This design comes from an exercise in tuning for small area on the open sky130 flow, not from production work.
Only simulation tests tie the RTL to the original design; equivalence was not proved.
The clock input has no modelled driver; a real chip could not lean on it and would need a root buffer or a full tree.
Power and IR drop assume default switching activity.

// lab8
module lab8 (input logic [3:0] num,
        input [3:0] sel,
        input logic write, reset, clk, direction,
        output logic an0, an1, an2, an3, an4, an5, an6, an7,
        output logic segA, segB, segC, segD, segE, segF, segG);
Settings: LEC_CHECK=0, CAP_MARGIN=20, CORE_MARGIN=2, CORE_UTILIZATION=75, GPL_TIMING_DRIVEN=0, SLEW_MARGIN=20; clock period 10.0 ns.
standard.sh (not shown) runs the stock make flow with config.mk's settings and CLKGATE_MAP_FILE= SYNTH_SCRIPT=/design/flow/synth_recipe.tcl, a recipe that flattens the netlist after the stock synthesis.
==> flow/flow/run.sh <==
#!/bin/bash
# Own layout flow: the standard flow (standard.sh, ORFS) with
#  - synthesis through flow/synth.tcl (area-only ABC script, no adder
#    extraction, smallest drive strengths), registers unchanged;
#  - port buffers of the smallest buffer cell;
#  - a clock tree made by hand (clock.tcl): the clock port drives four
#    clock buffers, each driving a group of nearby flip-flops.
# Each step's full output goes to a log file in this folder.
set -euo pipefail
W=$(pwd)
export MYFLOW=$W/flow
sed "s#SYNTH_SCRIPT=[^ ]*#SYNTH_SCRIPT=$W/flow/synth.tcl#" standard.sh > own_standard.sh
grep -q "SYNTH_SCRIPT=$W/flow/synth.tcl" own_standard.sh
KNOBS=(
  "ADDER_MAP_FILE="
  "BUFFER_PORTS_ARGS=-buffer_cell sky130_fd_sc_hd__buf_1"
  "PRE_CTS_TCL=$W/flow/clock.tcl"
)
export MY_CLK_BUF=sky130_fd_sc_hd__clkbuf_8
export MY_CLK_GROUPS=3
bash own_standard.sh "${KNOBS[@]}" synth > log_synth.txt 2>&1
bash own_standard.sh "${KNOBS[@]}" floorplan > log_floorplan.txt 2>&1
bash own_standard.sh "${KNOBS[@]}" place > log_place.txt 2>&1
bash own_standard.sh "${KNOBS[@]}" cts > log_cts.txt 2>&1
bash own_standard.sh "${KNOBS[@]}" finish > log_finish.txt 2>&1
test -f out/final.def
==> flow/flow/clock.tcl <==
# PRE_CTS_TCL hook: the clock tree by hand. The clock port drives
# MY_CLK_GROUPS buffers of type MY_CLK_BUF, each placed at the centre of a
# group of nearby flip-flops and driving their clock pins (groups by k-means
# on the flip-flops' places). TritonCTS is then skipped; the rest of ORFS's
# CTS step (placement legalisation, timing repair) runs as usual.
set db [ord::get_db]
set block [ord::get_db_block]
set master [$db findMaster $::env(MY_CLK_BUF)]
set k $::env(MY_CLK_GROUPS)
set clknet [[$block findBTerm clk] getNet]
set sinks {}
foreach it [$clknet getITerms] {
    set loc [[$it getInst] getLocation]
    lappend sinks [list $it [lindex $loc 0] [lindex $loc 1]]
}
set sinks [lsort -real -index 1 $sinks]
set n [llength $sinks]
# start: k groups by x order, then k-means
set centres {}
for {set g 0} {$g < $k} {incr g} {
    set s [lindex $sinks [expr {int(($g + 0.5) * $n / $k)}]]
    lappend centres [list [lindex $s 1] [lindex $s 2]]
}
for {set iter 0} {$iter < 20} {incr iter} {
    set members {}
    for {set g 0} {$g < $k} {incr g} { lappend members {} }
    foreach s $sinks {
        set best 0
        set bd 1e30
        for {set g 0} {$g < $k} {incr g} {
            set c [lindex $centres $g]
            set d [expr {abs([lindex $s 1] - [lindex $c 0]) + abs([lindex $s 2] - [lindex $c 1])}]
            if {$d < $bd} { set bd $d; set best $g }
        }
        lset members $best [concat [lindex $members $best] [list $s]]
    }
    set centres {}
    for {set g 0} {$g < $k} {incr g} {
        set sx 0.0; set sy 0.0; set m [llength [lindex $members $g]]
        foreach s [lindex $members $g] { set sx [expr {$sx + [lindex $s 1]}]; set sy [expr {$sy + [lindex $s 2]}] }
        if {$m > 0} { lappend centres [list [expr {$sx / $m}] [expr {$sy / $m}]] } else { lappend centres {0 0} }
    }
}
for {set g 0} {$g < $k} {incr g} {
    set ms [lindex $members $g]
    if {[llength $ms] == 0} { continue }
    set inst [odb::dbInst_create $block $master "clkbuf_own_$g"]
    set net [odb::dbNet_create $block "clknet_own_$g"]
    $net setSigType CLOCK
    [$inst findITerm A] connect $clknet
    [$inst findITerm X] connect $net
    foreach s $ms {
        set it [lindex $s 0]
        $it disconnect
        $it connect $net
    }
    set c [lindex $centres $g]
    $inst setLocation [expr {int([lindex $c 0])}] [expr {int([lindex $c 1])}]
    $inst setPlacementStatus PLACED
    puts "clock buffer clkbuf_own_$g drives [llength $ms] flip-flops"
}
$clknet setSigType CLOCK
global_connect
rename clock_tree_synthesis ""
proc clock_tree_synthesis {args} {
    puts "TritonCTS skipped: clock tree made by hand in clock.tcl"
    set_propagated_clock [all_clocks]
}
Other scripts of this flow, unchanged in this note and not shown: flow/flow/area1.abc, flow/flow/area2.abc, flow/flow/area3.abc, flow/flow/area4.abc, flow/flow/area5.abc, flow/flow/area6.abc, flow/flow/area7.abc, flow/flow/area8.abc, flow/flow/area9.abc, flow/flow/downsize.tcl, flow/flow/synth.tcl
The first run went through all stages and came out clean.
Next try:
--- a/flow/flow/run.sh
+++ b/flow/flow/run.sh
@@ -19,3 +19,3 @@
 export MY_CLK_BUF=sky130_fd_sc_hd__clkbuf_8
-export MY_CLK_GROUPS=3
+export MY_CLK_GROUPS=4
 bash own_standard.sh "${KNOBS[@]}" synth > log_synth.txt 2>&1
CORE_UTILIZATION = 60   (was 75)
Outcome: The new run passed the timing, DRC and antenna checks. Wire length came out lower by about 3.6%. Combinational power came out lower by 3.2%. Cell count came out higher by 2.0%. Worst setup slack improves by 0.15 ns.
No run of this note takes its clock network from TritonCTS; it comes from the design's own scripts or RTL.

========
lab8, a different RTL version from the one above (not shown whole).
Size in the first run: about 270 cells after synthesis, ~58 flip-flops, about 27 I/O pins.
Design lab8, start of the top module:
module lab8 (input logic [3:0] num,
        input [3:0] sel,
        input logic write, reset, clk, direction,
        output logic an0, an1, an2, an3, an4, an5, an6, an7,
        output logic segA, segB, segC, segD, segE, segF, segG);
logic [9:0] D;
always_ff @(posedge clk)
    if (reset) D <= '0;
    else       D <= D - 1'b1;
wire tick100 = (D[3:0] == 4'd0);
wire tick1   = tick100 & (D[9:4] == 6'd0);
logic [1:0] r3;
logic [2:0] r5, r7;
always_ff @(posedge clk)
    if (reset) begin
        r3 <= '0; r5 <= '0; r7 <= '0;
    end else if (tick100) begin
        r3 <= (r3 == 2'd2) ? 2'd0 : r3 + 1'b1;
        r5 <= (r5 == 3'd4) ? 3'd0 : r5 + 1'b1;
        r7 <= (r7 == 3'd6) ? 3'd0 : r7 + 1'b1;
    end
logic [3:0] C;
always_ff @(posedge clk)
    if (reset)      C <= '0;
    else if (tick1) C <= C + 1'b1;
wire [2:0] t8 = 3'd0 - D[6:4];                   
logic [2:0] m6;                                   
always_comb
    case ({r3, t8[0]})
        3'b000: m6 = 3'd0;
        3'b001: m6 = 3'd3;
        3'b010: m6 = 3'd4;
        3'b011: m6 = 3'd1;
        3'b100: m6 = 3'd2;
        3'b101: m6 = 3'd5;
        default: m6 = 3'd0;
    endcase
wire [2:0] u = reset ? 3'd0 : C[2:0] ^ {3{C[3]}};
wire s3 = (C[3] & ~reset) ^ direction;
logic [2:0] r;
always_comb
    case (u)
        3'd0: r = 3'd0;
  ...
export LEC_CHECK = 0
export CAP_MARGIN = 20
export CORE_MARGIN = 2
export CORE_UTILIZATION = 60
export SLEW_MARGIN = 20
create_clock -name core_clock -period 10.0 [get_ports {clk}]
==> flow/flow/run.sh <==
#!/bin/bash
# Own layout flow: the standard flow (standard.sh, ORFS) with
#  - synthesis through flow/synth.tcl (area-only ABC script, no adder
#    extraction, smallest drive strengths), registers unchanged;
#  - port buffers of the smallest buffer cell;
#  - a clock tree of small clock buffers without dummy loads.
# Each step's full output goes to a log file in this folder.
set -euo pipefail
W=$(pwd)
export MYFLOW=$W/flow
sed "s#SYNTH_SCRIPT=[^ ]*#SYNTH_SCRIPT=$W/flow/synth.tcl#" standard.sh > own_standard.sh
grep -q "SYNTH_SCRIPT=$W/flow/synth.tcl" own_standard.sh
KNOBS=(
  "ADDER_MAP_FILE="
  "BUFFER_PORTS_ARGS=-buffer_cell sky130_fd_sc_hd__buf_1"
  "CTS_ARGS=-sink_clustering_enable -repair_clock_nets -dont_use_dummy_load -root_buf sky130_fd_sc_hd__clkbuf_4 -buf_list sky130_fd_sc_hd__clkbuf_4 -sink_clustering_size 20 -sink_clustering_max_diameter 60"
)
bash own_standard.sh "${KNOBS[@]}" synth > log_synth.txt 2>&1
bash own_standard.sh "${KNOBS[@]}" floorplan > log_floorplan.txt 2>&1
bash own_standard.sh "${KNOBS[@]}" place > log_place.txt 2>&1
bash own_standard.sh "${KNOBS[@]}" cts > log_cts.txt 2>&1
bash own_standard.sh "${KNOBS[@]}" finish > log_finish.txt 2>&1
test -f out/final.def
==> flow/flow/area10.abc <==
strash; &get -n; &fraig -x; &put; dc2; dc2; &get -n; &synch2; &put; dc2; &get -n; &dch -f; &nf -R 1000; &put
Scripts as last shown in full above: flow/flow/clock.tcl
Other scripts of this flow, unchanged in this note and not shown: flow/flow/area1.abc, flow/flow/area2.abc, flow/flow/area3.abc, flow/flow/area4.abc, flow/flow/area5.abc, flow/flow/area6.abc, flow/flow/area7.abc, flow/flow/area8.abc, flow/flow/area9.abc, flow/flow/downsize.tcl, flow/flow/synth.tcl
Change:
--- a/flow/flow/run.sh
+++ b/flow/flow/run.sh
@@ -5,3 +5,4 @@
 #  - port buffers of the smallest buffer cell;
-#  - a clock tree of small clock buffers without dummy loads.
+#  - a clock tree made by hand (clock.tcl): the clock port drives four
+#    clock buffers, each driving a group of nearby flip-flops.
 # Each step's full output goes to a log file in this folder.
@@ -15,4 +16,6 @@
   "BUFFER_PORTS_ARGS=-buffer_cell sky130_fd_sc_hd__buf_1"
-  "CTS_ARGS=-sink_clustering_enable -repair_clock_nets -dont_use_dummy_load -root_buf sky130_fd_sc_hd__clkbuf_4 -buf_list sky130_fd_sc_hd__clkbuf_4 -sink_clustering_size 20 -sink_clustering_max_diameter 60"
+  "PRE_CTS_TCL=$W/flow/clock.tcl"
 )
+export MY_CLK_BUF=sky130_fd_sc_hd__clkbuf_8
+export MY_CLK_GROUPS=4
 bash own_standard.sh "${KNOBS[@]}" synth > log_synth.txt 2>&1
removed: flow/flow/area10.abc
Result: Core utilization came out lower by 0.11 points; area after synthesis does not change; die area stays the same; global-route usage falls by 3.0 points; clock power falls by about 19%; power drops by 4.2%.
In the second run of this note the design's own scripts or RTL, not TritonCTS, make the clock network.

[what the ideal ports hide]
The flow's constraints put no driver on any port. The routed layouts listed below were extracted and timed again, unchanged, in two steps.
Step 1 (the two cells are an assumption about what drives the block):
set clk [get_ports {clk}]
set_driving_cell -lib_cell sky130_fd_sc_hd__clkbuf_16 $clk
set_driving_cell -lib_cell sky130_fd_sc_hd__buf_2 [delete_from_list [all_inputs] $clk]
Step 2 also shifts input and output timing later by t, the mid clock arrival at the registers, as if the neighbouring blocks saw the same clock.
a / b / c = no drivers / after step 1 / after step 2; a / b = the first two.
run	shift t [ns]	setup WS [ns]	latest minus earliest clock arrival (ns)	slew at the worst register clock pin (ns)
the first run of note 1	0.210	0.597 / 0.574 / 0.574	0.012 / 0.012	0.11 / 0.11
the second run of note 1	0.206	0.749 / 0.727 / 0.727	0.039 / 0.039	0.11 / 0.11
the first run of note 2	0.406	0.927 / 0.906 / 0.906	0.026 / 0.026	0.10 / 0.10
the second run of note 2	0.194	1.539 / 1.518 / 1.518	0.035 / 0.036	0.10 / 0.10
After both steps every run listed still meets setup and hold. For the first run of note 1, which loses most, drivers alone change the setup slack by -0.023 ns; drivers and shift together by -0.023 ns.
